What follows belongs to an exercise in optimizing a design on an open flow for small area, a short achievable clock period and few clock cycles; a production flow would make more cautious choices.
Power figures rest on the tool's default switching activity, not on a simulated workload.

Design exponent, start of the top module:
module exponent (clock, reset_n, enable, x, a, p, ready);
    input logic clock, reset_n, enable;
    input logic [31:0] x, a;
    output logic [31:0] p;
    output logic ready;
    logic [31:0] b;       
    logic [30:0] e;       
    logic busy;
    wire [31:0] s = b | (x & {32{~busy}});
    wire last = (e[30:1] == 31'd0);
    wire keep = reset_n & (busy ? ~last : (ready & enable));
    wire [31:0] sq;       
    wire [31:0] pr;       
    wire sq_1;
    wire sq_2;
    wire sq_3;
    wire sq_4;
    wire sq_5;
    wire sq_6;
    wire sq_7;
    wire sq_8;
    wire sq_9;
    wire sq_10;
    wire sq_11;
    wire sq_12;
    wire sq_13;
    wire sq_14;
    wire sq_15;
    wire sq_16;
    wire sq_17;
    wire sq_18;
    wire sq_19;
    wire sq_20;
    wire sq_21;
    wire sq_22;
    wire sq_23;
    wire sq_24;
    wire sq_25;
    wire sq_26;
    wire sq_27;
    wire sq_28;
    wire sq_29;
    wire sq_30;
    wire sq_31;
    wire sq_32;
    wire sq_33;
    wire sq_34;
    wire sq_35;
    wire sq_36;
    wire sq_37;
    wire sq_38;
    wire sq_39;
    wire sq_40;
    wire sq_41;
    wire sq_42;
    wire sq_43;
    wire sq_44;
    wire sq_45;
    wire sq_46;
    wire sq_47;
    wire sq_48;
    wire sq_49;
    wire sq_50;
    wire sq_51;
    wire sq_52;
    wire sq_53;
    wire sq_54;
    wire sq_55;
  ...
Size in the first run: ~96 flip-flops, ~100 I/O pins, about 22000 µm² of cells after synthesis.
export LEC_CHECK = 0
export CAP_MARGIN = 20
export CORE_MARGIN = 2
export CORE_UTILIZATION = 40
export PLACE_DENSITY = 0.6
export SETUP_SLACK_MARGIN = 3.5
export SLEW_MARGIN = 20
export SYNTH_HIERARCHICAL = 1
create_clock -name core_clock -period 10.0 [get_ports {clock}]
run.sh (not shown) runs the stock make flow with config.mk's settings and CLKGATE_MAP_FILE= SYNTH_SCRIPT=/design/flow/synth_recipe.tcl, a recipe that flattens the netlist after the stock synthesis.
Edit:
--- a/flow/design.v
+++ b/flow/design.v
@@ -3,14 +3,17 @@
     input logic clock, reset_n, enable;
     input logic [31:0] x, a;
     output logic [31:0] p;
     output logic ready;
     logic [31:0] b;       
     logic [30:0] e;       
     logic busy;
+    logic [31:0] np, nb;
+    assign p = ~np;
+    assign b = ~nb;
     wire [31:0] s = b | (x & {32{~busy}});
     wire last = (e[30:1] == 31'd0);
     wire keep = reset_n & (busy ? ~last : (ready & enable));
     wire [31:0] sq;       
     wire [31:0] pr;       
     wire sq_1;
     wire sq_2;
@@ -3741,33 +3744,33 @@
     assign pr[26] = pm_p0_26 ^ pm_g5_25;
     assign pr[27] = pm_p0_27 ^ pm_g5_26;
     assign pr[28] = pm_p0_28 ^ pm_g5_27;
     assign pr[29] = pm_p0_29 ^ pm_g5_28;
     assign pr[30] = pm_p0_30 ^ pm_g5_29;
     assign pr[31] = pm_p0_31 ^ pm_g5_30;
     always @(posedge clock) begin
-        b <= sq & {32{keep}};
+        nb <= ~(sq & {32{keep}});
         e <= busy ? (e >> 1) : a[31:1];
     end
     always @(posedge clock) begin
         if (!reset_n) begin
             busy <= 1'b0;
             ready <= 1'b0;
         end else if (busy) begin
-            if (e[0]) p <= pr;
+            if (e[0]) np <= ~pr;
             if (last) begin
                 busy <= 1'b0;
                 ready <= 1'b1;
             end
         end else if (!ready) begin
             ready <= 1'b1;
         end else if (enable) begin
             ready <= 1'b0;
             busy <= 1'b1;
-            p <= a[0] ? x : 32'd1;
+            np <= ~(a[0] ? x : 32'd1);
         end
     end
 endmodule
 module exp_fa (input a, input b, input c, output s, output co);
     assign s = a ^ b ^ c;
     assign co = (a & b) | (a & c) | (b & c);
 endmodule
After rerunning: Area after synthesis came out lower by about 3.6%; hold slack degrades by 3.6 ps; non-clock buffer count rose by 37; setup slack gets better by 84 ps; clock power came out higher by 7.5%; via count grows by 5.6%; wire length stays flat; final cell count rises by 1.4%; die area came out lower by about 3.5%; maximum frequency increases by 1.3%.
No functional check of the RTL was part of any run of this note.

[separate check: timing with driven ports]
Ports are ideal in the flow. The routed layouts listed here were re-timed in OpenROAD.
Step 1 assumes that a clkbuf_16 drives the clock port and a buf_2 every other input.
Step 2 times the ports against the registers' clock, not the clock port: input delays grow and output delays shrink by t, the midpoint of the rising clock arrivals with the driver on.
a / b / c = ideal / step 1 / step 2; a / b = the first two.
run	shift t [ns]	setup WS [ns]	latest minus earliest clock arrival (ns)	worst data-port slew with drivers (ns)	pins driven straight from the clock port
the first run	0.405	3.435 / 3.443 / 3.038	0.010 / 0.010	0.06	1
the second run	0.404	3.519 / 3.519 / 3.115	0.008 / 0.008	0.07	1
After both steps every run listed still meets setup and hold. The setup slack of the second run, which loses most, moves by 0.000 ns with the drivers and by -0.404 ns with both steps.
